This is an optimization exercise on Yosys and OpenROAD, whose aim is small area, a short achievable clock period and few clock cycles, not a production implementation.
At most, simulation tests tie the RTL to the original design; equivalence was not proved.

==> inputs of v19 <==
Design fir_single_chan, start of the top module:
module fir_single_chan (
  input clk,
  input rst,
  output logic [15:0] data_addr_rd_o,
  output logic [15:0] data_addr_wr_o,
  input  logic [15:0] data_din_i,
  output logic [15:0] data_dout_o,
  output logic        data_we_o,
  output logic        done_intr
);
Settings: LEC_CHECK=0, CAP_MARGIN=20, CORE_MARGIN=2, CORE_UTILIZATION=40, CTS_BUF_LIST=sky130_fd_sc_hd__clkbuf_16, CTS_CLUSTER_DIAMETER=100, CTS_CLUSTER_SIZE=22, PLACE_DENSITY=0.6, SETUP_SLACK_MARGIN=3.4, SLEW_MARGIN=20; clock period 5.5 ns.
standard.sh (not shown) runs the stock make flow with config.mk's settings and CLKGATE_MAP_FILE= SYNTH_SCRIPT=/design/flow/synth_recipe.tcl, a recipe that flattens the netlist after the stock synthesis.
==> flow/flow/run.sh <==
#!/bin/bash
# Own layout flow: the standard ORFS flow (standard.sh, standard synthesis), with the
# ports buffered by plain buffers instead of the delay cells buffer_ports picks by default,
# and sizing not held to the cells' footprints. Each tool's output goes to a log here.
set -uo pipefail
bash standard.sh \
  'BUFFER_PORTS_ARGS=-buffer_cell sky130_fd_sc_hd__buf_4' \
  MATCH_CELL_FOOTPRINT=0 \
  finish > flow_make.log 2>&1
status=$?
cp -r orfs/logs flow_logs 2>/dev/null || true
exit $status
==> v23: changes against v19 <==
--- a/flow/config.mk
+++ b/flow/config.mk
@@ -14,3 +14,4 @@
 export PLACE_DENSITY = 0.6
-export SETUP_SLACK_MARGIN = 3.4
+export SETUP_SLACK_MARGIN = 3.3
 export SLEW_MARGIN = 20
+export TNS_END_PERCENT = 0
==> comparison <==
- v23 passed the timing, design-rule and antenna checks. v19 produced a clean layout.
- Between v23 and v19, the lower via count is in v23 (gap about 4.6%, measured against v19).
- In die area, v19 and v23 do not differ.
- Hold slack is about the same in v19 and v23.
- In area after synthesis, v23 and v19 do not differ.
- Of v19 and v23, v19 has the higher core utilization (gap 4.5 points).
- Between v23 and v19, the lower global-route usage is in v23 (gap 0.87 points).
- Of v19 and v23, v19 has the higher design area (gap about 10%, measured against v23).
- Of v23 and v19, v19 has the higher first-iteration DRC count (gap about 4.6%, measured against v19).
Testbench counts of v19, summed over its fixed seeds: cycles 262,200.
Testbench counts of v23, summed over its fixed seeds: cycles 262,200.

---

==> v26: inputs <==
fir_single_chan, a different RTL version from the one above (not shown whole).
make LEC_CHECK=0 CAP_MARGIN=20 CORE_MARGIN=2 CORE_UTILIZATION=40 PLACE_DENSITY=0.6 SETUP_SLACK_MARGIN=2.5 SLEW_MARGIN=20 finish   # period 5.5 ns
run.sh (not shown) runs the stock make flow with config.mk's settings and CLKGATE_MAP_FILE= SYNTH_SCRIPT=/design/flow/synth_recipe.tcl, a recipe that flattens the netlist after the stock synthesis.
Stock flow here: none of the scripts above is used.
==> inputs of v7, as changes to v26 <==
- SETUP_SLACK_MARGIN: 2.5 -> unset
==> qor summary <==
quantity	v7	v26
Outcome	no timing/DRC/antenna violations	no timing/DRC/antenna violations
Post-DR wirelength/cell	14.9 um	14.9 um
Peak Freq	347 MHz	357 MHz
Final worst path period share	52.3%	50.9%
Hold WS	0.353 ns	0.353 ns
Standard cell with the maximum stage delay on the critical path	sky130_fd_sc_hd__ha_1	sky130_fd_sc_hd__fa_1
Area of the multi-input gates	7620 sq um	7630 sq um
Length of routed wiring on met1	13700 um	13700 um
Capturing instance or port of the critical path	data_dout_o[15]	data_dout_o[13]
Finished Core Util	47.2%	47.2%
Avg Vias per Cell	4.74	4.75
Fill cell count	3313	3309
Met2 wire length	12900 um	12900 um
Area delta synth->final	16.7%	16.8%
Final design area excluding fillers	17200 sq um	17200 sq um
Final clock-cell share	7.40%	7.39%
Minimum clock period after layout	2.88 ns	2.80 ns
Layout cells sized above 1	5.59%	5.73%
Non-clock buffer share of cell area	3.86%	3.86%
Function was not checked in any run of this note: the RTL went through the layout flow alone.

afterwards: timing with drivers on the ports:
In the flow no input, the clock included, has a driving cell. The finished layouts below were timed again as built, in two steps.
Step 1 sets driving cells, clkbuf_16 on the clock port and buf_2 on the other inputs (assumed; they add their load-dependent delay and slew).
Step 2 also shifts input and output timing later by t, the mid clock arrival at the registers, as if the neighbouring blocks saw the same clock.
a / b / c = ideal ports / drivers / drivers and shift; a / b = the first two.
run	t (ns)	setup WS [ns]	worst setup path after step 2	worst slew at a driven data input, ns
v19	0.557	3.235 / 3.235 / 3.235	register to register	0.03
v23	0.550	3.255 / 3.219 / 3.255	register to register	0.03
v26	0.556	2.700 / 2.700 / 2.700	register to register	0.03
v7	0.557	2.622 / 2.622 / 2.622	register to register	0.03
After both steps every run listed still meets setup and hold.
